From an optimization exercise on the open Yosys and OpenROAD flow, aimed at small area and a short achievable clock period; shortcuts taken in it are not production practice. At most, simulation tests tie the RTL to the original design; equivalence was not proved. No functional check of the RTL was part of runs 1 and 8. No activity file was given, so power comes from the tool's default toggle rates.

==> flow/design.v <==
module queue(clk,rst,datain,rw,dataout,full,empty);
  input clk,rst,rw;
  input [7:0] datain;
  output reg full, empty;
  output reg [7:0] dataout;
  reg wb;                    
  reg [15:0] nwcol;          
  reg [7:0] nwrow;           
  reg [15:0] nwce, nwco;     
  reg rb;
  reg [15:0] rcol;           
  reg [7:0] rrow;            
  reg [15:0] ecol;           
  reg [7:0] erow;            
  reg nfull, nempty;         
  reg [7:0] ndout;           
  wire push = rw & nfull;
  wire pop  = ~rw & nempty;
  wire [15:0] wcol = ~nwcol;
  wire [7:0] wrow = ~nwrow;
  wire [15:0] wcol_n = {wcol[14:0], wcol[15]};
  wire [7:0] wrow_n = wcol[15] ? {wrow[6:0], wrow[7]} : wrow;
  wire [15:0] rcol_n = {rcol[14:0], rcol[15]};
  wire [7:0] rrow_n = rcol[15] ? {rrow[6:0], rrow[7]} : rrow;
  wire same_cr    = (|(rcol & wcol)) & (|(rrow & wrow));
  wire r_next_cr  = (|(rcol_n & wcol)) & (|(rrow_n & wrow));   
  wire w_next_cr  = (|(wcol_n & rcol)) & (|(wrow_n & rrow));   
  wire last_out = rb ? (~wb & r_next_cr) : (wb & same_cr);
  wire last_in  = wb ? (~rb & w_next_cr) : (rb & same_cr);
  wire wb_nx = push ? ~wb : wb;
  wire [15:0] wcol_nx = (push & wb) ? wcol_n : wcol;
  wire full_nx = push ? last_in : (pop ? 1'b0 : ~nfull);
  wire [15:0] nwcol_e = nwce;
  wire [15:0] nwcol_o = nwco;
  reg [7:0] nmem_e [0:127];
  reg [7:0] nmem_o [0:127];
  genvar i, r;
  generate
    for (i = 0; i < 128; i = i + 1) begin : g_mem
      always @(posedge clk) begin
        if (~(nwrow[i/16] | nwcol_e[i%16]))
          nmem_e[i] <= ~datain;
        if (~(nwrow[i/16] | nwcol_o[i%16]))
          nmem_o[i] <= ~datain;
      end
    end
  endgenerate
  wire [15:0] ecol_n = {ecol[14:0], ecol[15]};
  wire [7:0] erow_n = ecol[15] ? {erow[6:0], erow[7]} : erow;
  wire [7:0] rowdata_e [0:7];
  wire [7:0] rowdata_o [0:7];
  generate
    for (r = 0; r < 8; r = r + 1) begin : g_row
      integer c;
      reg [7:0] acc_e, acc_o;
      always @* begin
        acc_e = 8'd0;
        acc_o = 8'd0;
        for (c = 0; c < 16; c = c + 1) begin
          acc_e = acc_e | (~nmem_e[r*16+c] & {8{ecol[c]}});
          acc_o = acc_o | (~nmem_o[r*16+c] & {8{rcol[c]}});
        end
      end
      assign rowdata_e[r] = acc_e;
      assign rowdata_o[r] = acc_o;
    end
  endgenerate
  reg [7:0] rdata_e, rdata_o;
  integer k;
  always @* begin
    rdata_e = 8'd0;
    rdata_o = 8'd0;
    for (k = 0; k < 8; k = k + 1) begin
      rdata_e = rdata_e | (rowdata_e[k] & {8{erow[k]}});
      rdata_o = rdata_o | (rowdata_o[k] & {8{rrow[k]}});
    end
  end
  reg [7:0] head_e, head_o;   
  reg [7:0] last_in_byte;     
  reg bypass;                 
  always @(posedge clk) begin
    head_e <= rdata_e;
    head_o <= rdata_o;
    last_in_byte <= datain;
  end
  always @(posedge clk) begin
    if (rst) begin
      wb <= 1'b0;
      nwcol <= ~16'd1;
      nwrow <= ~8'd1;
      nwce <= ~16'd1;
      nwco <= ~16'd0;
      rb <= 1'b0;
      rcol <= 16'd1;
      rrow <= 8'd1;
      ecol <= 16'd1;
      erow <= 8'd1;
      full <= 1'b0;
      empty <= 1'b1;
      nfull <= 1'b1;
      nempty <= 1'b0;
      bypass <= 1'b0;
      ndout <= 8'hff;
      dataout <= 8'd0;
    end else begin
      bypass <= push & ~nempty;
      nwce <= ~(wcol_nx & {16{~wb_nx & ~full_nx}});
      nwco <= ~(wcol_nx & {16{wb_nx & ~full_nx}});
      full <= ~nfull;
      empty <= ~nempty;
      dataout <= ~ndout;
      if (push) begin
        wb <= ~wb;
        if (wb) begin
          nwcol <= ~wcol_n;
          nwrow <= ~wrow_n;
        end
        empty <= 1'b0;
        full <= last_in;
        nempty <= 1'b1;
        nfull <= ~last_in;
      end
      if (pop) begin
        rb <= ~rb;
        if (rb) begin
          rcol <= rcol_n;
          rrow <= rrow_n;
        end else begin
          ecol <= ecol_n;
          erow <= erow_n;
        end
        full <= 1'b0;
        empty <= last_out;
        nfull <= 1'b1;
        nempty <= ~last_out;
        ndout <= ~(bypass ? last_in_byte : (rb ? head_o : head_e));
        dataout <= bypass ? last_in_byte : (rb ? head_o : head_e);
      end
    end
  end
endmodule
==> flow/run.sh <==
#!/bin/bash
# synth_recipe.tcl (not shown) runs the flow's synth.tcl, then flattens the netlist and writes it again
# the make line also repeats each setting of config.mk as NAME=value (left out here)
make -C /OpenROAD-flow-scripts/flow DESIGN_CONFIG=/design/flow/config.mk WORK_HOME=/design/flow/orfs CLKGATE_MAP_FILE= SYNTH_SCRIPT=/design/flow/synth_recipe.tcl finish
==> flow/config.mk <==
export PLATFORM = sky130hd
export DESIGN_NAME = queue
export DESIGN_NICKNAME = queue
export VERILOG_FILES = /design/flow/design.v
export SDC_FILE = /design/flow/constraint.sdc
export NUM_CORES = 4
export LEC_CHECK = 0
export CAP_MARGIN = 20
export CORE_MARGIN = 2
export CORE_UTILIZATION = 55
export CTS_CLUSTER_DIAMETER = 100
export CTS_CLUSTER_SIZE = 24
export SETUP_SLACK_MARGIN = 3.6
export SLEW_MARGIN = 20
==> flow/constraint.sdc <==
create_clock -name core_clock -period 6.0 [get_ports {clk}]
set_input_delay 1.2000 -clock core_clock [delete_from_list [all_inputs] [get_ports {clk}]]
set_output_delay 1.2000 -clock core_clock [all_outputs]
set_load 0.01 [all_outputs]
==> run notes, run 1 <==
initial antenna violation count=1; drt pass-1 iters=5; leakage=25.7 nW; Critical R2R Launch=ecol[0]; Crit path largest cell delay=0.69 ns; critical path launch point=datain[3]; via count=46254; Syn Inst Count=4960; critical path required time=6.19 ns; Die Area=0.146 mm^2; Die Y-Extent=383 um; Max-cap violations=0; crit path capture=nmem_o[27][3]; Worst path depth=3; crit path cell chain=clkdlybuf4s50_1, clkinvlp_4, buf_12; Root Driver=clkbuf_16; post-layout power=25.5 mW; YS warnings=3; dominant synthesized flop cell=edfxtp_1; Core Rows=138; Final ANT Viol Nets=0; status=timing/DRC/antenna clean; slowest cell on the critical path=clkdlybuf4s50_1; Nets=4912; EDFF count, synth=2048; core area=0.142 mm^2; drt drc=0; Worst Setup Start Kind=input pin; post-synth cell types=40; Mapped Area=0.0789 mm^2; R2R cell count=7; Crit. End Element=flip-flop; die width=383 um; total nets after synthesis=4972; CTS sink count=2199; final setup vio count=0; grt ovf=0; gr usage total=31.9%; port bufs=20; register area share after synthesis=81.8%; Hold WC Path Type=flip-flop to flip-flop; area grow syn2layout=8.61%; critical path's top delay family=buffers and inverters; Syn Area/Cell=15.9 um^2; largest net degree at the start of global routing=195; CTS Buf Count=101; vias in the first global route=43545; Power Dens Cells=298 mW/mm^2; clock skew=0.0288 ns; RSZ-0062 raised after global routing=true; first-pass GRT wire length=331000 um; via-per-instance ratio=6.78; drt total wl=240000 um; crit path DAT=2.80 ns; Iter 0 DRT Violations=7126; Clk Latency, worst-skew pair=0.77 ns; fmax=384 MHz; #FFs+latches synth=2199; R2R setup slack=3.47 ns; CTS tree=done; IO Count=21; crit path kind=input pin to flip-flop; Post-DP HPWL=130000 um; drt wl/cell=35.1 um; setup TNS=0 ns; clock slew at reported path FFs=0.10 ns; Crit Path Max Fanout=168; clock tree buffer depth=3; Final period util=43.4%; fin crit period=2.60 ns; end of the worst register-to-register path=head_e[5]; H-Tree Depth=3; WP buf/inv=3; worst rel slew slack=18.3%; Async SR Flop Fraction=0%; Slew @ Worst Pin=1.23 ns; max-slew violations=0; Starting Density=55.6%; Fin. Hold Viols=0; layout cells sized above 1=8.00%; GP Congestion=0.875; Max IR drop VDD=0.276 mV
-- cells in the final DEF, fill, tap and decap left out, drive strengths merged, types with 2 or more instances in the layout --
cell and n:
nor2 786, nand3 32, or2b 2, clkbuf 139
mux2i 25, o2111ai 9, nand2 103, a21oi 54
a211oi 23, o22ai 1038, and2 3, clkinv 7
dfxtp 151, nor4 3, buf 121, nand4 144
o221ai 2, a22oi 67, o211ai 5, bufbuf 13
edfxtp 2048, nor2b 29, clkinvlp 11, nand2b 29
nor3 7, inv 64, bufinv 2, clkdlybuf4s50 7
-- logic make-up (layout without fill, tap and decap cells) --
logic type      Yosys count  after routing  synth area share, %
compound gates         1201           1202                 9.71
fa+ha+maj                 1              1               0.0159
simple gates           1141           1142                 6.21
mux                      25             25                0.317
flops                  2199           2199                 81.8
buf+inv                 393            366                 1.94
other cells               0              1                    0
-- cell usage after synthesis (2+ instances only) --
| cell type | count | area share (%) |
|---|---|---|
| and2_1 | 3 | 0.024 |
| o211ai_1 | 5 | 0.048 |
| clkbuf_1 | 195 | 0.93 |
| a21oi_1 | 54 | 0.34 |
| nand2b_1 | 29 | 0.23 |
| buf_6 | 3 | 0.043 |
| nor2b_1 | 28 | 0.22 |
| o221ai_1 | 2 | 0.022 |
| buf_1 | 103 | 0.49 |
| edfxtp_1 | 2048 | 78 |
| buf_2 | 17 | 0.11 |
| nor2_1 | 786 | 3.7 |
| buf_4 | 3 | 0.029 |
| nor4_1 | 2 | 0.016 |
| inv_2 | 16 | 0.076 |
| nor3_1 | 7 | 0.044 |
| dfxtp_1 | 151 | 3.8 |
| inv_1 | 56 | 0.27 |
| nand4_1 | 144 | 1.1 |
| nand3_1 | 32 | 0.20 |
| nand2_1 | 103 | 0.49 |
| o22ai_1 | 1038 | 8.2 |
| o2111ai_1 | 8 | 0.089 |
| a22oi_1 | 65 | 0.62 |
| a211oi_1 | 23 | 0.22 |
| mux2i_1 | 25 | 0.32 |
-- where the power goes --
part	internal [mW]	leakage [nW]	switching (mW)	total (mW)
clock	3.13	1.32	4.59	7.73
sequential	16.9	19.7	0.172	17.0
combinational	0.180	4.70	0.580	0.761
-- what timing repair did --
| item | in CTS | in global routing |
|---|---|---|
| endpoints found under the setup margin | 747 | 441 |
| gates cloned | 20 | 6 |
| buffers inserted | 8 | 8 |
| resized for setup | 224 | 54 |
| hold buffers | 0 | 0 |
| pin swaps | 10 | 14 |
-- worst min path at each step --
stage,depth (start not counted),startpoint,endpoint
after floorplan,1,nempty,bypass
after global placement,1,nempty,bypass
after detailed placement,1,nempty,bypass
after CTS,2,ecol[0],ecol[1]
after global routing,2,ecol[3],ecol[4]
final,2,ecol[9],ecol[10]
-- sequential cells by signal, summed over array words and instances (netlist names), 16 cells and up --
signal / flops
nwce: 16
nmem_e: 1024
nwco: 16
rcol: 16
nmem_o: 1024
nwcol: 16
ecol: 16
-- worst min-delay path: stages (launching register included) --
cell and delay (ns):
dfxtp_1 0.34, nand2_1 0.06, a21oi_1 0.05
-- metrics by stage --
stage                     instances  area [um^2]  util (%)  setup WS, ns  hold WS [ns]
after floorplan                4960        79000         -          2.40         0.414
after global placement         6637        81200      57.2          2.05         0.445
after detailed placement       6641        81300      57.3          1.96         0.440
after CTS                      6807        85200      60.0          3.51         0.466
after global routing           6825        85700      60.4          3.44         0.510
final                          6826        85700      60.4          3.40         0.483
-- routing by layer --
layer  up-vias  GRT usage (%)  routed length (um)
met5         -              0                   0
met1     23780           44.6               92700
met4         0           14.5               12900
met3       515           4.25               21000
met2      2601           50.6              113000
li1      19358              -                   -
-- layout make-up --
| type | instances | area (um^2) |
|---|---|---|
| inverters | 72 | 536 |
| well taps | 1890 | 2360 |
| repair inverters | 6 | 43.8 |
| multi-input cells | 2370 | 13100 |
| flip-flops and latches | 2199 | 64600 |
| clock buffers | 132 | 2670 |
| fillers | 10597 | 56300 |
| repair buffers | 150 | 2310 |
| diodes | 1 | 2.50 |
| clock inverters | 6 | 62.6 |
==> run 2: changes to the inputs <==
--- a/flow/design.v
+++ b/flow/design.v
@@ -32,16 +32,16 @@
   wire full_nx = push ? last_in : (pop ? 1'b0 : ~nfull);
   wire [15:0] nwcol_e = nwce;
   wire [15:0] nwcol_o = nwco;
-  reg [7:0] nmem_e [0:127];
-  reg [7:0] nmem_o [0:127];
+  reg [7:0] mem_e [0:127];
+  reg [7:0] mem_o [0:127];
   genvar i, r;
   generate
     for (i = 0; i < 128; i = i + 1) begin : g_mem
       always @(posedge clk) begin
         if (~(nwrow[i/16] | nwcol_e[i%16]))
-          nmem_e[i] <= ~datain;
+          mem_e[i] <= datain;
         if (~(nwrow[i/16] | nwcol_o[i%16]))
-          nmem_o[i] <= ~datain;
+          mem_o[i] <= datain;
       end
     end
   endgenerate
@@ -57,8 +57,8 @@
         acc_e = 8'd0;
         acc_o = 8'd0;
         for (c = 0; c < 16; c = c + 1) begin
-          acc_e = acc_e | (~nmem_e[r*16+c] & {8{ecol[c]}});
-          acc_o = acc_o | (~nmem_o[r*16+c] & {8{rcol[c]}});
+          acc_e = acc_e | (mem_e[r*16+c] & {8{ecol[c]}});
+          acc_o = acc_o | (mem_o[r*16+c] & {8{rcol[c]}});
         end
       end
       assign rowdata_e[r] = acc_e;
--- a/flow/config.mk
+++ b/flow/config.mk
@@ -7,7 +7,7 @@
 export LEC_CHECK = 0
 export CAP_MARGIN = 20
 export CORE_MARGIN = 2
-export CORE_UTILIZATION = 55
+export CORE_UTILIZATION = 60
 export CTS_CLUSTER_DIAMETER = 100
 export CTS_CLUSTER_SIZE = 24
 export SETUP_SLACK_MARGIN = 3.6
==> run 2 against run 1 <==
Still clean; hold slack improved by 0.057 ns; cell count decreased by 9.8%; non-clock buffer count is 9 lower; global-route usage rose by 1.8 points; clock power rose by 0.8%; sequential cell count is the same; clock skew barely moved; largest cell class unchanged; largest power group unchanged.
==> run notes, run 2 <==
port bufs=20 (unchanged); Die Area=0.136 mm^2 (-7.5%); drt wl/cell=37.8 um (+7.6%); drt total wl=233000 um (-2.9%); clock skew=0.0289 ns (+0.0000982 ns); WP buf/inv=1 (-2); critical path's top delay family=flip-flops; Async SR Flop Fraction=0% (unchanged); fin util=65.2% (+4.8 points); crit path DAT=1.29 ns (-1.51 ns); max-slew violations=0 (unchanged); #FFs+latches synth=2199 (unchanged); status=timing/DRC/antenna clean; worst rel slew slack=14.6% (-3.7 points); Starting Density=60.5% (+4.9 points); leading area contributor after synthesis=edfxtp_1; Nets=4364 (-11%); Largest regs=mem_e x1024, mem_o x1024; Final ANT Viol Nets=0 (unchanged); Max Used Layer=met5; R2R cell count=6 (-1); Syn Area/Cell=17.9 um^2 (+12%); CTS tree=done; via count=44979 (-2.8%); setup TNS=0 ns (unchanged); leakage=25.6 nW (-0.48%); final setup vio count=0 (unchanged); largest cells by area after synthesis=edfxtp_1 (77%), a221oi_1 (5.6%), a22o_1 (5.6%), dfxtp_1 (3.8%), nand4_1 (1.4%); WL met1=96500 um (+4.1%); Mapped Area=0.0795 mm^2 (+0.86%); crit path cell chain=buf_6; GP Congestion=0.869 (-0.59%); register area share after synthesis=81.1% (-0.70 points); Worst Setup Start Kind=flip-flop; Crit. End Element=primary output; Syn Inst Count=4453 (-10%); initial antenna violation count=6 (+5); via-per-instance ratio=7.30 (+7.8%); first-pass GRT wire length=322000 um (-2.8%); Commonest cells post-synth=edfxtp_1 (2048), a221oi_1 (512), a22o_1 (512); YS warnings=3 (unchanged); drt drc=0 (unchanged); commonest non-fill, non-tap cells in the layout=edfxtp_1 (2048), a22o_1 (512), a221oi_1 (485), nor2_1 (263), nand4_1 (174); H-Tree Depth=3 (unchanged); die width=368 um (-3.8%); layout cells sized above 1=8.91% (+0.91 points); post-synth cell types=41 (+2.5%); RSZ-0062 raised after global routing=true; commonest non-fill, non-tap cell in the layout=edfxtp_1; met3 wire length=25500 um (+22%); Die Y-Extent=368 um (-3.8%); Clk Latency, worst-skew pair=0.76 ns (about the same); Power Dens Cells=299 mW/mm^2 (+0.30%); gr usage total=33.7% (+1.8 points); Root Driver=clkbuf_16; Crit Path Max Fanout=1 (-99%); worst hold path stage count=1 (-1); CTS Buf Count=101 (unchanged); post-layout power=25.6 mW (+0.30%); Crit path largest cell delay=0.41 ns (-0.28 ns); Worst path depth=1 (-2); Placed Instances=5946 (-10%); core area=0.131 mm^2 (-7.4%); Slew @ Worst Pin=1.28 ns (+0.0538 ns); dominant synthesized flop cell=edfxtp_1; Post-DP HPWL=127000 um (-2.9%); clock tree buffer depth=3 (unchanged); IO Count=21 (unchanged); total nets after synthesis=4465 (-10%); CTS sink count=2199 (unchanged); fin cells=6159 (-9.8%); critical path required time=4.80 ns (-1.39 ns); Final period util=41.5% (-1.9 points); grt ovf=0 (unchanged); area grow syn2layout=7.68%; met2 wire len=104000 um (-8.1%); Hold WC Path Type=flip-flop to flip-flop; largest net degree at the start of global routing=159 (-18%); Fin. Hold Viols=0 (unchanged); Core Rows=133 (-3.6%); vias in the first global route=41607 (-4.5%); Max IR drop VDD=0.241 mV (-13%); slowest cell on the critical path=dfxtp_4; top-count cell post-synth=edfxtp_1; drt pass-1 iters=5 (unchanged); top-area cell type share of the netlist area=77.3% (-0.67 points); fin crit period=2.49 ns (-0.115 ns); Max-cap violations=0 (unchanged); Iter 0 DRT Violations=6757 (-5.2%); clock slew at reported path FFs=0.11 ns (about the same); fmax=402 MHz (+4.6%); EDFF count, synth=2048 (unchanged); crit path kind=flip-flop to primary output
-- run 2: changes by cell type in the layout (fill, tap and decap cells not counted), sizes merged, moves of 18 or more --
cell and change:
a22o +512, o22ai -1031, nor2 -515, nand4 +30, a221oi +511, nand3 -32
buf +18, inv -21
-- run 2: path summary, 6_finish.rpt --
kind	from	to	slack (ns)
max	empty	empty	3.51
min	nempty	bypass	0.54
max reg2reg	rcol[3]	head_o[4]	3.56
min reg2reg	nempty	bypass	0.54
-- run 2: worst reg2reg max path, delay by kind of cell (launching register included) --
| kind | cells | cell delay, ns |
|---|---|---|
| flip-flops | 1 | 0.58 |
| AO/OA/AOI/OAI | 3 | 0.91 |
| AND/OR/NAND/NOR | 2 | 0.47 |
| buffers and inverters | 1 | 0.35 |
-- run 2: where the power goes --
| group | switching (mW) | total (mW) | internal (mW) |
|---|---|---|---|
| combinational | 0.549 | 0.742 | 0.193 |
| sequential | 0.201 | 17.1 | 16.9 |
| clock | 4.61 | 7.79 | 3.19 |
-- run 2: cell families (layout without fill, tap and decap cells) --
kind of cell / count (synthesis) / after routing / synth area share [%]
fa+ha+maj: 1 / 1 / 0.0157
buf+inv: 383 / 327 / 1.86
other cells: 0 / 6 / 0
simple gates: 644 / 645 / 3.92
flops: 2199 / 2199 / 81.1
mux: 21 / 21 / 0.266
compound gates: 1205 / 1205 / 12.8
-- run 2: area by class of cell --
| cell class | count | area [um^2] |
|---|---|---|
| Antenna cell | 6 | 15.0 |
| Sequential cell | 2199 | 64700 |
| Timing Repair Buffer | 141 | 1810 |
| Clock inverter | 6 | 55.1 |
| Multi-Input combinational cell | 1872 | 14000 |
| Inverter | 37 | 139 |
| Clock buffer | 143 | 2730 |
| Fill cell | 9038 | 45800 |
| Tap cell | 1755 | 2200 |
-- run 2: metal layers --
layer / global-route usage [%] / vias to the layer above
met3: 6.69 / 352
li1: - / 18278
met1: 52.4 / 23703
met5: 0 / -
met4: 8.94 / 6
met2: 49.3 / 2640
-- run 2: stage by stage --
step	setup slack (ns)	hold slack, ns	instance area (um^2)
6_report	3.51	0.540	85700
3_5_place_dp	2.21	0.483	81400
3_3_place_gp	2.26	0.488	81400
2_1_floorplan	3.61	0.414	79600
5_1_grt	3.48	0.551	85600
4_1_cts	3.49	0.525	85100
-- run 2: repair_timing --
| action | 4_1_cts | 5_1_grt |
|---|---|---|
| setup endpoints to repair | 101 | 71 |
| resized for setup | 173 | 45 |
| pin swaps | 21 | 22 |
| buffers inserted | 27 | 29 |
| hold buffers | 0 | 0 |
| cloned | 0 | 1 |
==> run 3: changes to the inputs <==
--- a/flow/config.mk
+++ b/flow/config.mk
@@ -10,5 +10,5 @@
 export CORE_UTILIZATION = 60
 export CTS_CLUSTER_DIAMETER = 100
 export CTS_CLUSTER_SIZE = 24
-export SETUP_SLACK_MARGIN = 3.6
+export SETUP_SLACK_MARGIN = 3.75
 export SLEW_MARGIN = 20
==> run 3 against run 2 <==
Clock power up 0.9%; routed wire length grew 1.8%; register-to-register slack improved by 0.13 ns; via count grew 0.46%; fmax up 1.2%; sequential share of layout area down 0.91 points; total power rose by 0.37%; synthesized area stayed put; utilization rose by 0.81 points; sequential cell count did not move; hold slack worse by 0.031 ns; critical path type unchanged; critical endpoint unchanged; largest cell class unchanged.
==> run notes, run 3 <==
Commonest cells post-synth=edfxtp_1 (2048), a221oi_1 (512), a22o_1 (512); drt pass-1 iters=6 (+1); Power Dens Cells=296 mW/mm^2 (-0.86%); max-slew violations=0 (unchanged); Crit Path Max Fanout=1 (unchanged); fin cells=6206 (+0.76%); Final ANT Viol Nets=0 (unchanged); leading area contributor after synthesis=edfxtp_1; largest cells by area after synthesis=edfxtp_1 (77%), a221oi_1 (5.6%), a22o_1 (5.6%), dfxtp_1 (3.8%), nand4_1 (1.4%); Mapped Area=0.0795 mm^2 (unchanged); Crit. End Element=primary output; Syn Area/Cell=17.9 um^2 (unchanged); Placed Instances=5947 (+0.017%); CTS sink count=2199 (unchanged); Core Rows=133 (unchanged); Final period util=41.0% (-0.51 points); Max IR drop VDD=0.368 mV (+53%); Starting Density=60.5% (unchanged); Nets=4395 (+0.71%); largest net degree at the start of global routing=145 (-8.8%); grt ovf=0 (unchanged); drt wl/cell=38.2 um (+1.0%); crit path DAT=1.26 ns (-0.03 ns); leakage=26.0 nW (+1.7%); Post-DP HPWL=128000 um (+1.1%); gr usage total=34.6% (+0.87 points); worst rel slew slack=14.6% (+0.078 points); slowest cell on the critical path=dfxtp_4; critical path required time=4.80 ns (about the same); setup TNS=0 ns (unchanged); dominant synthesized flop cell=edfxtp_1; commonest non-fill, non-tap cells in the layout=edfxtp_1 (2048), a22o_1 (512), a221oi_1 (442), nor2_1 (267), nand4_1 (174); Syn Inst Count=4453 (unchanged); Fin. Hold Viols=0 (unchanged); crit path cell chain=buf_6; Worst path depth=1 (unchanged); footprint of the multi-input gates=0.0144 mm^2 (+2.4%); CTS Buf Count=101 (unchanged); RSZ-0062 raised after global routing=true; crit path kind=flip-flop to primary output; Crit path largest cell delay=0.40 ns (about the same); Die Area=0.136 mm^2 (unchanged); total nets after synthesis=4465 (unchanged); port bufs=20 (unchanged); GP Congestion=0.889 (+2.2%); IO Count=21 (unchanged); die width=368 um (unchanged); Async SR Flop Fraction=0% (unchanged); critical path's top delay family=flip-flops; post-synth cell types=41 (unchanged); Hold WC Path Type=flip-flop to flip-flop; Max-cap violations=0 (unchanged); drt drc=0 (unchanged); via count=45184 (+0.46%); CTS tree=done; Slew @ Worst Pin=1.28 ns (-0.00117 ns); Die Y-Extent=368 um (unchanged); Largest regs=mem_e x1024, mem_o x1024; final setup vio count=0 (unchanged); top-count cell post-synth=edfxtp_1; #FFs+latches synth=2199 (unchanged); commonest non-fill, non-tap cell in the layout=edfxtp_1; Iter 0 DRT Violations=6576 (-2.7%); Root Driver=clkbuf_16; initial antenna violation count=5 (-1); WP buf/inv=1 (unchanged); area grow syn2layout=9.01%; register area share after synthesis=81.1% (unchanged); H-Tree Depth=3 (unchanged); core area=0.131 mm^2 (unchanged); Reg area=0.0647 mm^2 (about the same); via-per-instance ratio=7.28 (-0.31%); R2R cell count=6 (unchanged); Worst Setup Start Kind=flip-flop; first-pass GRT wire length=328000 um (+2.1%); worst hold path stage count=1 (unchanged); layout cells sized above 1=10.6% (+1.7 points); top-area cell type share of the netlist area=77.3% (unchanged); clock slew at reported path FFs=0.10 ns (about the same); status=timing/DRC/antenna clean; YS warnings=3 (unchanged); fillcell total=8853 (-2.0%); clock skew=0.0364 ns (+0.00748 ns); fin crit period=2.46 ns (-0.0304 ns); Clk Latency, worst-skew pair=0.75 ns (about the same); clock tree buffer depth=3 (unchanged); drt total wl=237000 um (+1.8%); vias in the first global route=42193 (+1.4%); EDFF count, synth=2048 (unchanged); fmax=407 MHz (+1.2%)
[run 3: path summary, 6_finish.rpt]
check	start	endpoint	slack (ns)
worst min register to register	nempty	bypass	0.51
worst max register to register	ecol[15]	head_e[4]	3.69
worst min-delay path	nempty	bypass	0.51
worst max-delay path	empty	empty	3.54
[run 3: routing by layer]
layer | vias to the layer above | global-route usage (%) | share of wire [%]
met5 | - | 0 | 0.064
met3 | 364 | 7.35 | 12
met2 | 2724 | 50.7 | 45
met1 | 23736 | 52.9 | 40
met4 | 4 | 10.2 | 3.0
li1 | 18356 | - | -
[run 3: repair_timing]
action,in CTS,in global routing
hold endpoints to repair,0,0
setup buffers,59,24
setup endpoints to repair,121,259
pin swaps,42,41
resized for setup,235,67
cloned,2,2
hold buffers,0,0
[run 3: stage by stage]
| step | cell area, um^2 | hold WS (ns) | worst slack (ns) | utilization [%] | power, mW |
|---|---|---|---|---|---|
| final | 86700 | 0.509 | 3.54 | 66.0 | 25.7 |
| after global placement | 81400 | 0.476 | 2.14 | 61.9 | 18.1 |
| after CTS | 86000 | 0.503 | 3.51 | 65.4 | 25.7 |
| after floorplan | 79700 | 0.414 | 3.68 | - | 17.6 |
| after global routing | 86700 | 0.538 | 3.52 | 66.0 | 26.3 |
| after detailed placement | 81400 | 0.475 | 2.17 | 61.9 | 18.1 |
[run 3: report_power, final]
group          switching (mW)  leakage (nW)  internal (mW)
sequential              0.194          19.7           16.9
clock                    4.58          1.37           3.28
combinational           0.571          4.93          0.205
total                    5.35          26.0           20.3
[run 3: worst reg2reg max path, delay by kind of cell, from the launching register on]
family / cells / cell delay, ns
flops: 1 / 0.40
compound gates: 3 / 1.23
simple gates: 2 / 0.31
buf+inv: 1 / 0.22
[run 3: cell type report]
class | instances | area share (%)
sequential | 2199 | 74.6
inverter | 37 | 0.160
antenna | 4 | 0.0115
clock inverter | 1 | 0.0130
clock buffer | 166 | 3.29
timing repair buffer | 172 | 2.83
tap | 1755 | 2.53
multi-input combinational | 1872 | 16.6
[run 3: cells by family after synthesis]
family | synth area share, %
muxes | 0.266
adders and majority gates | 0.0157
buffers and inverters | 1.86
and+or+nand+nor | 3.92
AOI/OAI and AO/OA | 12.8
DFF | 81.1
==> run 4: changes to the inputs <==
--- a/flow/config.mk
+++ b/flow/config.mk
@@ -7,7 +7,7 @@
 export LEC_CHECK = 0
 export CAP_MARGIN = 20
 export CORE_MARGIN = 2
-export CORE_UTILIZATION = 60
+export CORE_UTILIZATION = 57
 export CTS_CLUSTER_DIAMETER = 100
 export CTS_CLUSTER_SIZE = 24
 export SETUP_SLACK_MARGIN = 3.75
==> run 4 against run 3 <==
Critical path depth unchanged; highest routed layer unchanged; hold slack got worse by 0.027 ns; count of clock-buffer cells in the layout unchanged; critical endpoint is now dataout[0].
==> run notes, run 4 <==
WP buf/inv=1 (unchanged); via-per-instance ratio=7.21 (-0.95%); layout cells sized above 1=11.1% (+0.51 points); drt pass-1 iters=6 (unchanged); top-area cell type share of the netlist area=77.3% (unchanged); H-Tree Depth=3 (unchanged); top-count cell post-synth=edfxtp_1; clock skew=0.0244 ns (-0.0120 ns); crit path DAT=1.29 ns (+0.03 ns); CTS sink count=2199 (unchanged); vias in the first global route=42336 (+0.34%); Critical R2R Launch=rcol[11]; Root Driver=clkbuf_16; critical path's top delay family=flip-flops; post-synth cell types=41 (unchanged); first-pass GRT wire length=336000 um (+2.3%); drt wl/cell=38.3 um (+0.22%); Nets=4408 (+0.30%); Post-DP HPWL=128000 um (+0.15%); clock tree buffer depth=3 (unchanged); Max Used Layer=met5; Crit Path Max Fanout=1 (unchanged); end of the worst register-to-register path=head_o[1]; Crit path largest cell delay=0.42 ns (+0.02 ns); Power Dens Cells=296 mW/mm^2 (about the same); CTS tree=done; # hold bufs at CTS=0 (unchanged); grt ovf=0 (unchanged); Die Y-Extent=378 um (+2.6%); pre-CTS setup slack=2.63 ns (+0.464 ns); #FFs+latches synth=2199 (unchanged); status=timing/DRC/antenna clean; slowest cell on the critical path=dfxtp_4; setup TNS=0 ns (unchanged); Iter 0 DRT Violations=6974 (+6.1%); largest cells by area after synthesis=edfxtp_1 (77%), a221oi_1 (5.6%), a22o_1 (5.6%), dfxtp_1 (3.8%), nand4_1 (1.4%); commonest non-fill, non-tap cells in the layout=edfxtp_1 (2048), a22o_1 (511), a221oi_1 (451), nor2_1 (264), nand4_1 (174); WL met1=99500 um (+4.1%); Syn Area/Cell=17.9 um^2 (unchanged); area grow syn2layout=9.48%; Worst Hold Launch=ecol[4]; initial antenna violation count=9 (+4); CTS Buf Count=101 (unchanged); Largest regs=mem_e x1024, mem_o x1024; fmax=401 MHz (-1.3%); critical path required time=4.80 ns (about the same); fin crit period=2.49 ns (+0.0335 ns); Commonest cells post-synth=edfxtp_1 (2048), a221oi_1 (512), a22o_1 (512); drt total wl=243000 um (+2.5%); placed cell areas=0.0816 mm^2 (+0.20%); largest net degree at the start of global routing=162 (+12%); fin cells=6345 (+2.2%); Final period util=41.5% (+0.56 points); Mapped Area=0.0795 mm^2 (unchanged); register area share after synthesis=81.1% (unchanged); Core Rows=137 (+3.0%); R2R setup slack=3.71 ns (+0.02 ns); die width=378 um (+2.6%); gr usage total=33.9% (-0.72 points); Max-cap violations=0 (unchanged); leading area contributor after synthesis=edfxtp_1; EDFF count, synth=2048 (unchanged); fillcell total=9833 (+11%); max-slew violations=0 (unchanged); Syn Inst Count=4453 (unchanged); Starting Density=57.2% (-3.3 points); GP Congestion=0.884 (-0.54%); leakage=26.1 nW (+0.32%); Die Area=0.143 mm^2 (+5.2%); Hold WC Path Type=flip-flop to flip-flop; Placed Instances=6066 (+2.0%); drt drc=0 (unchanged); via count=45756 (+1.3%); Worst Setup Start Kind=flip-flop; Async SR Flop Fraction=0% (unchanged); final setup vio count=0 (unchanged); Final ANT Viol Nets=0 (unchanged); R2R cell count=6 (unchanged); core area=0.139 mm^2 (+5.7%); worst hold path stage count=2 (+1); Slew @ Worst Pin=1.29 ns (+0.00655 ns); Clk Latency, worst-skew pair=0.75 ns (about the same); met2 wire len=108000 um (+1.4%); fin util=62.6% (-3.3 points); YS warnings=3 (unchanged); port bufs=20 (unchanged); Max IR drop VDD=0.293 mV (-20%); Crit. End Element=primary output; worst rel slew slack=14.2% (-0.44 points); Hold EP=ecol[4]; dominant synthesized flop cell=edfxtp_1; RSZ-0062 raised after global routing=true; met3 wire length=27300 um (-2.0%); clock slew at reported path FFs=0.10 ns (about the same); final instance area=0.0871 mm^2 (+0.43%); crit path kind=flip-flop to primary output; final worst slack=3.51 ns (-0.0335 ns); IO Count=21 (unchanged); total nets after synthesis=4465 (unchanged); Fin. Hold Viols=0 (unchanged); crit path cell chain=buf_6; commonest non-fill, non-tap cell in the layout=edfxtp_1
run 4: cell counts after synthesis:
Identical to the previous run, type by type.
run 4: worst max-delay path by stage:
stage                       to  depth (start not counted)  startpoint  slack [ns]
global placement       rrow[5]                          7          rw        2.63
finish              dataout[0]                          1  dataout[0]        3.51
floorplan             nwco[10]                          6          rw        3.68
detailed placement     rrow[5]                          7          rw        2.63
global route        dataout[0]                          1  dataout[0]        3.50
CTS                 dataout[0]                          1  dataout[0]        3.48
run 4: final cells by class:
type / instances / area [um^2] / share of cell area, %
flip-flops and latches: 2199 / 64700 / 74.3
multi-input cells: 1873 / 14400 / 16.6
clock buffers: 166 / 2810 / 3.23
repair buffers: 184 / 2560 / 2.94
well taps: 1876 / 2350 / 2.70
inverters: 37 / 139 / 0.159
clock inverters: 7 / 104 / 0.119
diodes: 3 / 7.51 / 0.00862
run 4: cell families after synthesis:
kind of cell,share of synthesized area [%]
AO/OA/AOI/OAI,12.8
adder cells (fa/ha/maj),0.0157
buffers and inverters,1.86
flip-flops,81.1
multiplexers,0.266
AND/OR/NAND/NOR,3.92
run 4: metal layers:
metal | vias up | global-route usage [%]
met3 | 408 | 5.89
li1 | 18421 | -
met1 | 24047 | 52.4
met2 | 2870 | 49.7
met4 | 10 | 9.98
met5 | - | 0
run 4: power by group:
part           total [mW]  switching, mW  leakage, nW  internal (mW)
clock                7.95           4.63         1.39           3.33
combinational       0.799          0.584         4.99          0.215
sequential           17.1          0.205         19.7           16.9
run 4: metrics by stage:
| stage | power, mW | hold slack (ns) |
|---|---|---|
| 2_1_floorplan | 17.6 | 0.414 |
| 3_3_place_gp | 18.1 | 0.449 |
| 3_5_place_dp | 18.1 | 0.451 |
| 4_1_cts | 25.8 | 0.474 |
| 5_1_grt | 26.4 | 0.522 |
| 6_report | 25.8 | 0.481 |
run 4: what timing repair did:
action                     4_1_cts  5_1_grt
buffers inserted                80       18
pin swaps                       35       36
gates cloned                     2        2
resized for setup              212       78
setup endpoints to repair       90      139
==> run 5: changes to the inputs <==
--- a/flow/config.mk
+++ b/flow/config.mk
@@ -7,8 +7,8 @@
 export LEC_CHECK = 0
 export CAP_MARGIN = 20
 export CORE_MARGIN = 2
-export CORE_UTILIZATION = 57
+export CORE_UTILIZATION = 55
 export CTS_CLUSTER_DIAMETER = 100
 export CTS_CLUSTER_SIZE = 24
-export SETUP_SLACK_MARGIN = 3.75
+export SETUP_SLACK_MARGIN = 3.7
 export SLEW_MARGIN = 20
==> run 5 against run 4 <==
Worst setup slack lost 0.035 ns; highest routed layer unchanged; sequential power is essentially flat; critical path depth is the same; fmax shrank 1.4%; count of clock-buffer cells in the layout is the same; synthesized area is the same; total power shrank 0.33%; routed wire length shrank 0.24%; critical endpoint is now dataout[4]; combinational power shrank 1%; global-route usage shrank 1.7 points.
==> run notes, run 5 <==
status=timing/DRC/antenna clean; largest net degree at the start of global routing=163 (+0.62%); Nets=4413 (+0.11%); Largest regs=mem_e x1024, mem_o x1024; post-layout power=25.7 mW (-0.33%); Iter 0 DRT Violations=6875 (-1.4%); critical path launch point=dataout[4]; grt ovf=0 (unchanged); top-area cell type share of the netlist area=77.3% (unchanged); EDFF count, synth=2048 (unchanged); register area share after synthesis=81.1% (unchanged); clock tree buffer depth=3 (unchanged); post-synthesis simple-gate area fraction=3.92% (unchanged); Worst Hold Launch=nempty; critical path's top delay family=flip-flops; dominant synthesized flop cell=edfxtp_1; Crit Path Max Fanout=1 (unchanged); Slew @ Worst Pin=1.30 ns (+0.0174 ns); Worst Setup Start Kind=flip-flop; Final period util=42.1% (+0.59 points); IO Count=21 (unchanged); Crit. End Element=primary output; max-slew violations=0 (unchanged); fmax=396 MHz (-1.4%); Clk Latency, worst-skew pair=0.76 ns (about the same); post-synth cell types=41 (unchanged); footprint of the multi-input gates=0.0143 mm^2 (-0.88%); R2R setup slack=3.62 ns (-0.09 ns); gr usage total=32.2% (-1.7 points); H-Tree Depth=3 (unchanged); #FFs+latches synth=2199 (unchanged); CTS Buf Count=101 (unchanged); Synth Area in Adders=0.0157% (unchanged); Hold WC Path Type=flip-flop to flip-flop; crit path cell chain=buf_6; YS warnings=3 (unchanged); crit path DAT=1.33 ns (+0.04 ns); Mapped Area=0.0795 mm^2 (unchanged); port bufs=20 (unchanged); largest cells by area after synthesis=edfxtp_1 (77%), a221oi_1 (5.6%), a22o_1 (5.6%), dfxtp_1 (3.8%), nand4_1 (1.4%); drt pass-1 iters=17 (+11); GP Congestion=0.882 (-0.18%); Min Hold Slack=0.523 ns (+0.0420 ns); area grow syn2layout=9.25%; CTS tree=done; Die Y-Extent=384 um (+1.8%); Final ANT Viol Nets=0 (unchanged); Die Area=0.148 mm^2 (+3.6%); vias in the first global route=42138 (-0.47%); # hold bufs at CTS=0 (unchanged); Root Driver=clkbuf_16; crit path kind=flip-flop to primary output; Syn Inst Count=4453 (unchanged); Post-DP HPWL=130000 um (+1.3%); Critical R2R Launch=rcol[14]; main combinational cell family by area after synthesis=compound AO/OA/AOI/OAI gates; Starting Density=55.4% (-1.8 points); fillcell total=10484 (+6.6%); final setup vio count=0 (unchanged); Max-cap violations=0 (unchanged); slowest cell on the critical path=dfxtp_4; clock slew at reported path FFs=0.10 ns (about the same); Synth Area in Compound Gates=12.8% (unchanged); setup TNS=0 ns (unchanged); drt drc=0 (unchanged); Max IR drop VDD=0.221 mV (-25%); WP buf/inv=1 (unchanged); Commonest cells post-synth=edfxtp_1 (2048), a221oi_1 (512), a22o_1 (512); drt wl/cell=38.0 um (-0.69%); leakage=26.0 nW (-0.16%); CTS sink count=2199 (unchanged); Fin. Hold Viols=0 (unchanged); mux contribution to synthesized area=0.266% (unchanged); total nets after synthesis=4465 (unchanged); initial antenna violation count=7 (-2); layout cells sized above 1=10.6% (-0.45 points); Synth Area in XOR/XNOR=0% (unchanged); critical path required time=4.80 ns (about the same); via count=45516 (-0.52%); first-pass GRT wire length=333000 um (-0.93%); Power Dens Cells=296 mW/mm^2 (-0.12%); clock skew=0.0262 ns (+0.00188 ns); Syn Area/Cell=17.9 um^2 (unchanged); drt total wl=242000 um (-0.24%); worst rel slew slack=13.0% (-1.2 points); commonest non-fill, non-tap cells in the layout=edfxtp_1 (2048), a22o_1 (512), a221oi_1 (452), nor2_1 (262), nand4_1 (174); commonest non-fill, non-tap cell in the layout=edfxtp_1; Core Rows=139 (+1.5%); core area=0.144 mm^2 (+3.3%); fin crit period=2.53 ns (+0.0351 ns); die width=384 um (+1.8%); Reg area=0.0647 mm^2 (about the same); Crit path largest cell delay=0.43 ns (about the same); top-count cell post-synth=edfxtp_1; Async SR Flop Fraction=0% (unchanged); leading area contributor after synthesis=edfxtp_1; RSZ-0062 raised after global routing=true; via-per-instance ratio=7.14 (-0.98%)
[run 5: power by group]
group | switching (mW) | total, mW | internal, mW
Combinational | 0.580 | 0.791 | 0.211
Sequential | 0.194 | 17.1 | 16.9
Clock | 4.64 | 7.89 | 3.25
Total | 5.41 | 25.7 | 20.3
[run 5: routing by layer]
metal / vias up / share of wire (%) / GRT usage, %
met4: 6 / 2.5 / 8.28
met2: 2712 / 44 / 47.4
li1: 18403 / - / -
met3: 336 / 12 / 7.05
met5: - / 0.014 / 0
met1: 24059 / 41 / 49.0
[run 5: cell families (layout without fill, tap and decap cells)]
kind of cell / after synthesis / after routing
flops: 2199 / 2199
compound gates: 1205 / 1205
simple gates: 644 / 645
buf+inv: 383 / 398
mux: 21 / 21
fa+ha+maj: 1 / 1
other cells: 0 / 2
[run 5: what timing repair did]
action                                  CTS  global route
setup buffers                            64            34
cloned                                    1             1
gates resized for setup                 210            43
endpoints found under the setup margin  101            54
pin swaps                                38            38
[run 5: layout make-up]
cell class / count / area share, %
Sequential cell: 2199 / 74.4
Multi-Input combinational cell: 1872 / 16.5
Clock buffer: 166 / 3.25
Timing Repair Buffer: 190 / 2.88
Tap cell: 1903 / 2.74
Inverter: 37 / 0.160
Clock inverter: 5 / 0.0677
Antenna cell: 2 / 0.00576
[run 5: final timing paths]
path                              endpoint  cells after the start
worst max-delay path            dataout[4]                      1
worst min-delay path                bypass                      1
worst max register to register   head_o[1]                      6
worst min register to register      bypass                      1
[run 5: worst reg2reg max path, cell delays in order (launching register included)]
cell      delay [ns]
dfxtp_4         0.47
buf_6           0.26
a22o_1          0.28
a221oi_1        0.28
nand4_1         0.26
a22oi_2         0.48
nand4_1         0.21
[run 5: through the flow]
step | setup slack [ns] | util, % | cell area [um^2] | std cells
6_report | 3.47 | 60.5 | 86900 | 6374
5_1_grt | 3.44 | 60.5 | 86900 | 6372
4_1_cts | 3.45 | 60.0 | 86200 | 6335
3_5_place_dp | 2.57 | 56.9 | 81700 | 6099
3_3_place_gp | 2.67 | 56.8 | 81700 | 6099
2_1_floorplan | 3.69 | - | 79700 | 4453
==> run 6: changes to the inputs <==
--- a/flow/config.mk
+++ b/flow/config.mk
@@ -7,7 +7,7 @@
 export LEC_CHECK = 0
 export CAP_MARGIN = 20
 export CORE_MARGIN = 2
-export CORE_UTILIZATION = 55
+export CORE_UTILIZATION = 66
 export CTS_CLUSTER_DIAMETER = 100
 export CTS_CLUSTER_SIZE = 24
 export SETUP_SLACK_MARGIN = 3.7
==> run 6 against run 5 <==
Still clean on timing, DRC and antenna; register-to-register slack about the same; total power down 0.11%; routed wire length decreased by 2.4%; cell count is 4.5% lower; global-route usage up 5.8 points; non-clock buffer count decreased by 15.
==> run notes, run 6 <==
Worst Hold Launch=nempty; EDFF count, synth=2048 (unchanged); Critical R2R Launch=rcol[10]; slowest cell on the critical path=dfxtp_4; end of the worst register-to-register path=head_o[3]; worst hold path stage count=1 (unchanged); final instance area=0.0867 mm^2 (-0.23%); critical path's top delay family=flip-flops; crit path DAT=1.30 ns (-0.03 ns); initial antenna violation count=9 (+2); clock slew at reported path FFs=0.10 ns (about the same); critical path required time=4.80 ns (about the same); Die Area=0.123 mm^2 (-17%); placed cell areas=0.0812 mm^2 (-0.52%); largest cells by area after synthesis=edfxtp_1 (77%), a221oi_1 (5.6%), a22o_1 (5.6%), dfxtp_1 (3.8%), nand4_1 (1.4%); commonest non-fill, non-tap cells in the layout=edfxtp_1 (2048), a22o_1 (512), a221oi_1 (438), nor2_1 (266), nand4_1 (174); Crit path largest cell delay=0.43 ns (about the same); top-count cell post-synth=edfxtp_1; Crit. End Element=primary output; post-synth cell types=41 (unchanged); Fin. Hold Viols=0 (unchanged); die width=351 um (-8.6%); core area=0.120 mm^2 (-17%); GP Congestion=0.892 (+1.2%); via-per-instance ratio=7.56 (+5.9%); fmax=400 MHz (+1.1%); layout cells sized above 1=10.7% (+0.059 points); first-pass GRT wire length=325000 um (-2.5%); R2R setup slack=3.61 ns (about the same); vias in the first global route=42257 (+0.28%); fillcell total=7377 (-30%); Worst path depth=1 (unchanged); area grow syn2layout=9.00%; dominant synthesized flop cell=edfxtp_1; Final period util=41.7% (-0.47 points); Die Y-Extent=351 um (-8.6%); Root Driver=clkbuf_16; CTS sink count=2199 (unchanged); status=timing/DRC/antenna clean; gr usage total=38.0% (+5.8 points); grt ovf=0 (unchanged); YS warnings=3 (unchanged); Post-DP HPWL=123000 um (-4.9%); Hold WC Path Type=flip-flop to flip-flop; leakage=26.0 nW (about the same); CTS tree=done; Core Rows=127 (-8.6%); worst rel slew slack=15.7% (+2.7 points); Final ANT Viol Nets=0 (unchanged); RSZ-0062 raised after global routing=true; Max IR drop VDD=0.312 mV (+41%); drt wl/cell=38.8 um (+2.2%); CTS Buf Count=101 (unchanged); register area share after synthesis=81.1% (unchanged); Syn Inst Count=4453 (unchanged); Commonest cells post-synth=edfxtp_1 (2048), a221oi_1 (512), a22o_1 (512); Async SR Flop Fraction=0% (unchanged); top-area cell type share of the netlist area=77.3% (unchanged); Worst Setup Start Kind=flip-flop; fin crit period=2.50 ns (-0.0279 ns); Power Dens Cells=296 mW/mm^2 (+0.12%); drt pass-1 iters=8 (-9); final setup vio count=0 (unchanged); Iter 0 DRT Violations=7979 (+16%); Hold EP=bypass; via count=46030 (+1.1%); Slew @ Worst Pin=1.26 ns (-0.0406 ns); drt drc=0 (unchanged); IO Count=21 (unchanged); footprint of the multi-input gates=0.0144 mm^2 (+0.78%); setup TNS=0 ns (unchanged); clock tree buffer depth=3 (unchanged); Max-cap violations=0 (unchanged); #FFs+latches synth=2199 (unchanged); max-slew violations=0 (unchanged); Largest regs=mem_e x1024, mem_o x1024; clock skew=0.0286 ns (+0.00237 ns); Clk Latency, worst-skew pair=0.74 ns (-0.02 ns); crit path cell chain=buf_6; WP buf/inv=1 (unchanged); leading area contributor after synthesis=edfxtp_1; H-Tree Depth=3 (unchanged); Mapped Area=0.0795 mm^2 (unchanged); largest net degree at the start of global routing=155 (-4.9%); Crit Path Max Fanout=1 (unchanged); port bufs=20 (unchanged); total nets after synthesis=4465 (unchanged); crit path kind=flip-flop to primary output; Syn Area/Cell=17.9 um^2 (unchanged); Nets=4399 (-0.32%); Starting Density=66.4% (+11 points); Reg area=0.0647 mm^2 (about the same); drt total wl=236000 um (-2.4%); R2R cell count=6 (unchanged); commonest non-fill, non-tap cell in the layout=edfxtp_1
-- run 6: cell types whose count changed in the layout (fill, tap and decap cells not counted), moves of 5 or more --
cell	previous run	this run
a221oi_1	452	438
a221oi_2	57	74
buf_12	48	57
buf_4	76	61
buf_6	30	25
buf_8	26	16
clkbuf_1	62	73
clkbuf_16	104	109
diode_2	2	10
-- run 6: layer usage --
layer | track usage, % | vias to the layer above | wire length, um
li1 | - | 18391 | -
met1 | 57.6 | 23725 | 88800
met4 | 11.2 | 8 | 7690
met3 | 9.62 | 462 | 33700
met2 | 55.4 | 3444 | 106000
met5 | 0 | - | 102
-- run 6: worst max path at each step --
stage	start	end	slack [ns]
finish	empty	empty	3.50
global route	dataout[5]	dataout[5]	3.49
CTS	empty	empty	3.50
detailed placement	rw	nwce[11]	2.45
global placement	rw	nwce[3]	2.49
floorplan	rw	nwco[10]	3.69
-- run 6: per-stage QoR --
| step | total power [mW] | hold slack, ns | utilization (%) | instances | setup WS, ns |
|---|---|---|---|---|---|
| detailed placement | 18.1 | 0.453 | 67.8 | 5804 | 2.45 |
| finish | 25.7 | 0.494 | 72.4 | 6085 | 3.50 |
| global route | 26.2 | 0.535 | 72.4 | 6076 | 3.49 |
| global placement | 18.1 | 0.468 | 67.8 | 5802 | 2.49 |
| CTS | 25.6 | 0.485 | 71.7 | 6045 | 3.50 |
| floorplan | 17.6 | 0.414 | - | 4453 | 3.69 |
-- run 6: report_power, final --
| group | internal [mW] | switching, mW | total (mW) |
|---|---|---|---|
| combinational | 0.211 | 0.595 | 0.806 |
| sequential | 16.9 | 0.175 | 17.0 |
| clock | 3.31 | 4.56 | 7.87 |
-- run 6: repair_timing --
action | CTS | global route
setup buffers | 60 | 25
hold buffers | 0 | 0
cloned | 2 | 4
pin swaps | 34 | 47
resized for setup | 217 | 77
setup endpoints to repair | 153 | 100
-- run 6: area by class of cell --
class / count / area share [%]
antenna: 10 / 0.0289
clock buffer: 178 / 3.35
clock inverter: 1 / 0.0130
inverter: 37 / 0.160
multi-input combinational: 1873 / 16.6
sequential: 2199 / 74.6
tap: 1612 / 2.33
timing repair buffer: 175 / 2.89
-- run 6: cell families (layout without fill, tap and decap cells) --
logic type	Yosys count	count (layout)	synth area share [%]
multiplexers	21	21	0.266
flip-flops	2199	2199	81.1
adder cells (fa/ha/maj)	1	1	0.0157
buffers and inverters	383	391	1.86
other	0	10	0
AO/OA/AOI/OAI	1205	1205	12.8
AND/OR/NAND/NOR	644	646	3.92
==> run 7: changes to the inputs <==
--- a/flow/config.mk
+++ b/flow/config.mk
@@ -7,8 +7,8 @@
 export LEC_CHECK = 0
 export CAP_MARGIN = 20
 export CORE_MARGIN = 2
-export CORE_UTILIZATION = 66
+export CORE_UTILIZATION = 60
 export CTS_CLUSTER_DIAMETER = 100
 export CTS_CLUSTER_SIZE = 24
-export SETUP_SLACK_MARGIN = 3.7
+export SETUP_SLACK_MARGIN = 3.85
 export SLEW_MARGIN = 20
==> run 7 against run 6 <==
Utilization down 4.0 points; sequential power about the same; cell count up 4.5%; cell area up 3.6%; clock power up 2%; clock skew down 0.0070 ns; routed wire length up 8.6%; critical path depth unchanged; global-route usage down 1.2 points; largest power group unchanged; highest routed layer unchanged.
==> run notes, run 7 <==
Worst Hold Launch=nempty; Synth Area in Compound Gates=12.8% (unchanged); fillcell total=8625 (+17%); slowest cell on the critical path=dfxtp_4; largest net degree at the start of global routing=148 (-4.5%); top-area cell type share of the netlist area=77.3% (unchanged); final setup vio count=0 (unchanged); fin crit period=2.53 ns (+0.0259 ns); commonest non-fill, non-tap cell in the layout=edfxtp_1; clock slew at reported path FFs=0.10 ns (about the same); leading area contributor after synthesis=edfxtp_1; post-synthesis simple-gate area fraction=3.92% (unchanged); via count=47211 (+2.6%); Mapped Area=0.0795 mm^2 (unchanged); Die Area=0.136 mm^2 (+9.9%); pre-CTS setup slack=2.59 ns (+0.140 ns); vias in the first global route=43493 (+2.9%); Syn Area/Cell=17.9 um^2 (unchanged); core area=0.131 mm^2 (+9.7%); gr usage total=36.8% (-1.2 points); worst rel slew slack=14.8% (-0.96 points); top-count cell post-synth=edfxtp_1; clock share of power=31.0% (+0.4 points); total nets after synthesis=4465 (unchanged); CTS Buf Count=101 (unchanged); area grow syn2layout=13.0%; grt ovf=0 (unchanged); Final period util=42.1% (+0.43 points); worst hold path stage count=1 (unchanged); Logic pwr share=3.2% (about the same); switching portion of total power=21.3% (+0.54 points); Nets=4519 (+2.7%); Crit Path Max Fanout=1 (unchanged); crit path cell chain=buf_6; R2R setup slack=3.68 ns (+0.07 ns); critical path's top delay family=flip-flops; Die Y-Extent=368 um (+4.8%); Core Rows=133 (+4.7%); CTS tree=done; post-layout power=25.9 mW (+0.90%); port bufs=20 (unchanged); Worst Setup Start Kind=flip-flop; Crit path largest cell delay=0.44 ns (about the same); Root Driver=clkbuf_16; Int Pwr=20.4 mW (+0.21%); placed cell areas=0.0815 mm^2 (+0.35%); Synth Area in Adders=0.0157% (unchanged); clock skew=0.0216 ns (-0.00697 ns); mux contribution to synthesized area=0.266% (unchanged); via-per-instance ratio=7.43 (-1.8%); final worst slack=3.47 ns (-0.0259 ns); final instance area=0.0899 mm^2 (+3.6%); die width=368 um (+4.8%); Critical R2R Launch=rcol[1]; layout cells sized above 1=16.4% (+5.7 points); GP Congestion=0.890 (-0.32%); Syn Inst Count=4453 (unchanged); fmax=396 MHz (-1.0%); commonest non-fill, non-tap cells in the layout=edfxtp_1 (2048), a22o_1 (509), a221oi_1 (327), nor2_1 (262), a221oi_2 (176); post-synth cell types=41 (unchanged); EDFF count, synth=2048 (unchanged); drt drc=0 (unchanged); register area share after synthesis=81.1% (unchanged); WP buf/inv=1 (unchanged); # hold bufs at CTS=0 (unchanged); crit path DAT=1.33 ns (+0.03 ns); crit path kind=flip-flop to primary output; Synth Area in XOR/XNOR=0% (unchanged); initial antenna violation count=8 (-1); Clk Latency, worst-skew pair=0.76 ns (+0.02 ns); Hold WC Path Type=flip-flop to flip-flop; Async SR Flop Fraction=0% (unchanged); critical path required time=4.80 ns (about the same); part of the power in registers=65.8% (-0.5 points); main combinational cell family by area after synthesis=compound AO/OA/AOI/OAI gates; IO Count=21 (unchanged); max-slew violations=0 (unchanged); drt wl/cell=40.4 um (+4.0%); footprint of the multi-input gates=0.0155 mm^2 (+7.3%); status=timing/DRC/antenna clean; drt total wl=257000 um (+8.6%); RSZ-0062 raised after global routing=true; Largest regs=mem_e x1024, mem_o x1024; YS warnings=3 (unchanged); Commonest cells post-synth=edfxtp_1 (2048), a221oi_1 (512), a22o_1 (512); Max-cap violations=0 (unchanged); setup TNS=0 ns (unchanged); Iter 0 DRT Violations=7861 (-1.5%); Hold EP=bypass; Net Sw Power=5.52 mW (+3.5%); Max IR drop VDD=0.293 mV (-5.9%); Reg area=0.0647 mm^2 (about the same); R2R cell count=7 (+1); end of the worst register-to-register path=head_o[1]; H-Tree Depth=3 (unchanged); dominant synthesized flop cell=edfxtp_1; CTS sink count=2199 (unchanged); clock tree buffer depth=3 (unchanged); Power Dens Cells=289 mW/mm^2 (-2.6%); #FFs+latches synth=2199 (unchanged); drt pass-1 iters=8 (unchanged); Final ANT Viol Nets=0 (unchanged); Crit. End Element=primary output; first-pass GRT wire length=347000 um (+6.8%); largest cells by area after synthesis=edfxtp_1 (77%), a221oi_1 (5.6%), a22o_1 (5.6%), dfxtp_1 (3.8%), nand4_1 (1.4%); Fin. Hold Viols=0 (unchanged); Slew @ Worst Pin=1.28 ns (+0.0144 ns); leakage=27.4 nW (+5.2%); Starting Density=60.5% (-5.9 points); Post-DP HPWL=128000 um (+3.9%)
## run 7: cell count changes in the layout (fill, tap and decap cells not counted), sizes merged
| cell | previous run | this run |
|---|---|---|
| nor2b | 37 | 36 |
| clkbuf | 184 | 199 |
| a211o | 8 | 9 |
| dlygate4sd2 | 1 | 0 |
| or3b | 2 | 3 |
| clkinv | 0 | 1 |
| buf | 167 | 278 |
| diode | 10 | 5 |
| bufbuf | 1 | 4 |
| inv | 38 | 41 |
## run 7: area by class of cell
type	instances	share of cell area, %
sequential	2199	72.0
multi-input combinational	1874	17.2
timing repair buffer	294	4.85
clock buffer	187	3.25
tap	1755	2.44
inverter	37	0.155
clock inverter	5	0.0571
antenna	5	0.0139
## run 7: timing repair
action / 4_1_cts / 5_1_grt
pin swaps: 80 / 108
buffers inserted: 124 / 60
cloned: 12 / 13
setup endpoints to repair: 162 / 474
resized for setup: 342 / 176
## run 7: worst max-delay path by stage
stage / depth (start not counted) / end / start / slack (ns)
floorplan: 6 / nwco[10] / rw / 3.71
CTS: 1 / dataout[5] / dataout[5] / 3.47
global route: 1 / dataout[0] / dataout[0] / 3.48
global placement: 6 / nwrow[4] / rw / 2.62
detailed placement: 6 / nwrow[5] / rw / 2.59
finish: 1 / dataout[5] / dataout[5] / 3.47
## run 7: layer usage
metal	vias to the layer above	routed length (um)	GRT usage, %
met2	3231	113000	53.3
met5	-	73	0
met1	24841	100000	55.2
li1	18673	-	-
met4	10	8570	10.8
met3	456	34800	10.1
## run 7: power groups by stage
stage	registers [mW]	logic (mW)	clock network (mW)
2_1_floorplan	17.3	0.352	0
3_3_place_gp	17.4	0.701	0
3_5_place_dp	17.4	0.716	0
4_1_cts	17.1	0.778	8.00
5_1_grt	17.1	0.868	8.52
6_report	17.1	0.834	8.04
## run 7: cell families after synthesis
| group | count (synthesis) |
|---|---|
| compound gates | 1205 |
| fa+ha+maj | 1 |
| buf+inv | 383 |
| flops | 2199 |
| mux | 21 |
| simple gates | 644 |
## run 7: metrics by stage
step,std cells,utilization [%],hold WS [ns]
CTS,6276,66.9,0.461
global route,6352,68.3,0.501
detailed placement,5948,62.0,0.436
finish,6356,68.3,0.466
floorplan,4453,-,0.414
global placement,5948,62.0,0.454
==> run 8: changes to the inputs <==
--- a/flow/design.v
+++ b/flow/design.v
@@ -6,7 +6,6 @@
   reg wb;                    
   reg [15:0] nwcol;          
   reg [7:0] nwrow;           
-  reg [15:0] nwce, nwco;     
   reg rb;
   reg [15:0] rcol;           
   reg [7:0] rrow;            
@@ -27,11 +26,8 @@
   wire w_next_cr  = (|(wcol_n & rcol)) & (|(wrow_n & rrow));   
   wire last_out = rb ? (~wb & r_next_cr) : (wb & same_cr);
   wire last_in  = wb ? (~rb & w_next_cr) : (rb & same_cr);
-  wire wb_nx = push ? ~wb : wb;
-  wire [15:0] wcol_nx = (push & wb) ? wcol_n : wcol;
-  wire full_nx = push ? last_in : (pop ? 1'b0 : ~nfull);
-  wire [15:0] nwcol_e = nwce;
-  wire [15:0] nwcol_o = nwco;
+  wire [15:0] nwcol_e = nwcol | {16{wb | ~nfull}};
+  wire [15:0] nwcol_o = nwcol | {16{~wb | ~nfull}};
   reg [7:0] mem_e [0:127];
   reg [7:0] mem_o [0:127];
   genvar i, r;
@@ -88,8 +84,6 @@
       wb <= 1'b0;
       nwcol <= ~16'd1;
       nwrow <= ~8'd1;
-      nwce <= ~16'd1;
-      nwco <= ~16'd0;
       rb <= 1'b0;
       rcol <= 16'd1;
       rrow <= 8'd1;
@@ -104,8 +98,6 @@
       dataout <= 8'd0;
     end else begin
       bypass <= push & ~nempty;
-      nwce <= ~(wcol_nx & {16{~wb_nx & ~full_nx}});
-      nwco <= ~(wcol_nx & {16{wb_nx & ~full_nx}});
       full <= ~nfull;
       empty <= ~nempty;
       dataout <= ~ndout;
--- a/flow/config.mk
+++ b/flow/config.mk
@@ -7,8 +7,9 @@
 export LEC_CHECK = 0
 export CAP_MARGIN = 20
 export CORE_MARGIN = 2
-export CORE_UTILIZATION = 60
+export CORE_UTILIZATION = 55
 export CTS_CLUSTER_DIAMETER = 100
 export CTS_CLUSTER_SIZE = 24
-export SETUP_SLACK_MARGIN = 3.85
+export SETUP_SLACK_MARGIN = 3.5
 export SLEW_MARGIN = 20
+export TNS_END_PERCENT = 5
==> run 8 against run 7 <==
Still clean; first-iteration DRC count shrank 16%; clock power is 3.4% lower; worst setup slack worse by 0.34 ns; clock skew grew 0.015 ns; utilization is 9.0 points lower; synthesized area is 1.0% lower; sequential power shrank 2%; global-route usage fell by 6.3 points; fmax fell by 12%; count of clock-buffer cells in the layout fell by 41; critical path type is now flip-flop to flip-flop; critical endpoint is now head_e[0].
==> run notes, run 8 <==
met2 wire len=102000 um (-9.6%); leading area contributor after synthesis=edfxtp_1; Max-cap violations=0 (unchanged); Crit path largest cell delay=0.46 ns (+0.02 ns); port bufs=20 (unchanged); part of the power in registers=65.9% (about the same); WL met1=94500 um (-5.9%); clock share of power=30.6% (-0.4 points); fmax=350 MHz (-12%); setup TNS=0 ns (unchanged); grt ovf=0 (unchanged); max-slew violations=0 (unchanged); die width=382 um (+3.9%); commonest non-fill, non-tap cell in the layout=edfxtp_1; via count=44033 (-6.7%); Fin. Hold Viols=0 (unchanged); Die Y-Extent=382 um (+3.9%); Syn Inst Count=4412 (-0.92%); Mapped Area=0.0787 mm^2 (-1.0%); CTS Buf Count=100 (-0.99%); Crit Path Max Fanout=47 (+46); slowest cell on the critical path=dfxtp_4; Die Area=0.146 mm^2 (+7.9%); via-per-instance ratio=7.10 (-4.5%); worst rel slew slack=10.0% (-4.7 points); Commonest cells post-synth=edfxtp_1 (2048), a22o_1 (513), a221oi_1 (512); top-area cell type share of the netlist area=78.1% (+0.81 points); GP Congestion=0.863 (-3.0%); H-Tree Depth=3 (unchanged); Crit. End Element=flip-flop; status=timing/DRC/antenna clean; largest cells by area after synthesis=edfxtp_1 (78%), a22o_1 (5.7%), a221oi_1 (5.7%), dfxtp_1 (3.0%), clkbuf_1 (1.4%); drt drc=0 (unchanged); Max Used Layer=met5; Max IR drop VDD=0.268 mV (-8.6%); post-synth cell types=43 (+4.9%); crit path kind=flip-flop to flip-flop; critical path's top delay family=compound AO/OA/AOI/OAI gates; #FFs+latches synth=2167 (-1.5%); Logic pwr share=3.4% (+0.2 points); crit path cell chain=buf_4, a22o_1, a221oi_1, nand4_1, a22oi_1, nand4_1; drt wl/cell=36.3 um (-10%); Final period util=47.7% (+5.6 points); Slew @ Worst Pin=1.35 ns (+0.0728 ns); CTS sink count=2167 (-1.5%); total nets after synthesis=4423 (-0.94%); vias in the first global route=41380 (-4.9%); final setup vio count=0 (unchanged); clock slew at reported path FFs=0.10 ns (about the same); met3 wire length=24000 um (-31%); Starting Density=55.5% (-5.0 points); register area share after synthesis=81.1% (about the same); Root Driver=clkbuf_16; CTS tree=done; core area=0.142 mm^2 (+7.8%); Largest regs=mem_e x1024, mem_o x1024; Final ANT Viol Nets=0 (unchanged); fin crit period=2.86 ns (+0.335 ns); drt pass-1 iters=5 (-3); Nets=4280 (-5.3%); Power Dens Cells=301 mW/mm^2 (+4.4%); RSZ-0062 raised after global routing=true; clock tree buffer depth=3 (unchanged); Syn Area/Cell=17.8 um^2 (-0.12%); YS warnings=3 (unchanged); Worst Setup Start Kind=flip-flop; Clk Latency, worst-skew pair=0.75 ns (about the same); Core Rows=138 (+3.8%); Post-DP HPWL=130000 um (+1.6%); crit path DAT=3.42 ns (+2.09 ns); layout cells sized above 1=8.90% (-7.5 points); Async SR Flop Fraction=0% (unchanged); area grow syn2layout=6.90%; dominant synthesized flop cell=edfxtp_1; clock skew=0.0371 ns (+0.0154 ns); drt total wl=225000 um (-12%); CP most frequent cell=nand4_1; Net Sw Power=5.32 mW (-3.6%); top-count cell post-synth=edfxtp_1; gr usage total=30.5% (-6.3 points); Int Pwr=20.0 mW (-1.8%); leakage=24.9 nW (-9.2%); critical path required time=6.56 ns (+1.76 ns); initial antenna violation count=7 (-1); switching portion of total power=21.0% (-0.30 points); EDFF count, synth=2048 (unchanged); first-pass GRT wire length=318000 um (-8.3%); Hold WC Path Type=flip-flop to flip-flop; commonest non-fill, non-tap cells in the layout=edfxtp_1 (2048), a22o_1 (513), a221oi_1 (509), nor2_1 (168), nand4_1 (145); largest net degree at the start of global routing=141 (-4.7%); WP buf/inv=1 (unchanged); Iter 0 DRT Violations=6591 (-16%); fin util=59.4% (-9.0 points); IO Count=21 (unchanged)
run 8: metal layers:
metal	vias to the layer above	GRT usage (%)
li1	18027	-
met2	2535	45.2
met3	289	6.03
met1	23178	47.1
met5	-	0
met4	4	7.05
run 8: power by group through the flow:
stage,sequential (mW),clock (mW),combinational [mW]
finish,16.7,7.77,0.865
global placement,17.1,0,0.813
detailed placement,17.1,0,0.825
CTS,16.7,7.81,0.832
floorplan,17.0,0,0.309
global route,16.7,8.32,0.902
run 8: worst paths after layout:
check / start / endpoint / slack [ns] / cells past startpoint
worst max-delay path: ecol[10] / head_e[0] / 3.14 / 6
worst min-delay path: nwcol[0] / nwcol[0] / 0.48 / 2
worst max register to register: ecol[10] / head_e[0] / 3.14 / 6
worst min register to register: nwcol[0] / nwcol[0] / 0.48 / 2
run 8: kinds of logic (layout without fill, tap and decap cells):
family,after synthesis,after routing,share of synthesized area (%)
mux,17,17,0.216
flops,2167,2167,81.1
compound gates,1205,1205,13.0
xor+xnor,1,1,0.0111
buf+inv,364,266,1.76
simple gates,658,658,3.89
other cells,0,2,0
run 8: timing repair:
action,in CTS,in global routing
pin swaps,3,1
hold buffers,0,0
setup buffers,1,0
setup endpoints to repair,1635,1865
gates resized for setup,107,120
run 8: area by class of cell:
cell class	instances	area, um^2
repair buffers	94	888
flip-flops and latches	2167	64000
inverters	25	97.6
diodes	2	5.00
multi-input cells	1881	14000
fillers	10345	57600
well taps	1890	2360
clock buffers	146	2780
clock inverters	1	20.0
run 8: per-stage QoR:
stage	worst slack (ns)	hold WS (ns)	area (um^2)	total power [mW]	std cells
after global routing	3.11	0.513	84200	26.0	6204
after global placement	2.13	0.459	80800	17.9	6055
after CTS	3.05	0.480	83700	25.4	6203
after detailed placement	2.13	0.466	80800	17.9	6055
final	3.14	0.482	84200	25.4	6206
after floorplan	3.63	0.439	78700	17.3	4412
run 8: worst register-to-register path: stages, from the launching register on:
cell and delay, ns:
dfxtp_4 0.46, buf_4 0.39, a22o_1 0.40, a221oi_1 0.45, nand4_1 0.31, a22oi_1 0.45
nand4_1 0.23

==> afterwards: timing with drivers on the ports <==
The results above use ideal ports. As a check the final layouts listed here were re-extracted and re-timed, cells and wires unchanged.
Step 1, drivers: a clkbuf_16 drives clk and a buf_2 each remaining input, both assumed.
Step 2 times the ports against the registers' clock, not the clock port: input delays grow and output delays shrink by t, the midpoint of the rising clock arrivals with the driver on.
Three values: no drivers, after step 1, after step 2; two values: the first two.
run	t (ns)	slack for setup (ns)	worst setup path after step 2	pins driven straight from the clock port
run 1	0.827	3.395 / 3.449 / 2.622	input to register	1
run 2	0.831	3.511 / 3.427 / 3.013	input to register	1
run 3	0.818	3.541 / 3.460 / 2.999	input to register	1
run 4	0.833	3.508 / 3.418 / 2.975	input to register	1
run 5	0.835	3.472 / 3.387 / 2.938	input to register	1
run 6	0.804	3.500 / 3.426 / 2.890	input to register	1
run 7	0.832	3.474 / 3.391 / 3.089	input to register	1
run 8	0.821	3.139 / 3.107 / 2.303	input to register	1
After both steps setup and hold are still met in every run listed. The setup slack of run 8, which loses most, moves by -0.032 ns with the drivers and by -0.836 ns with both steps.
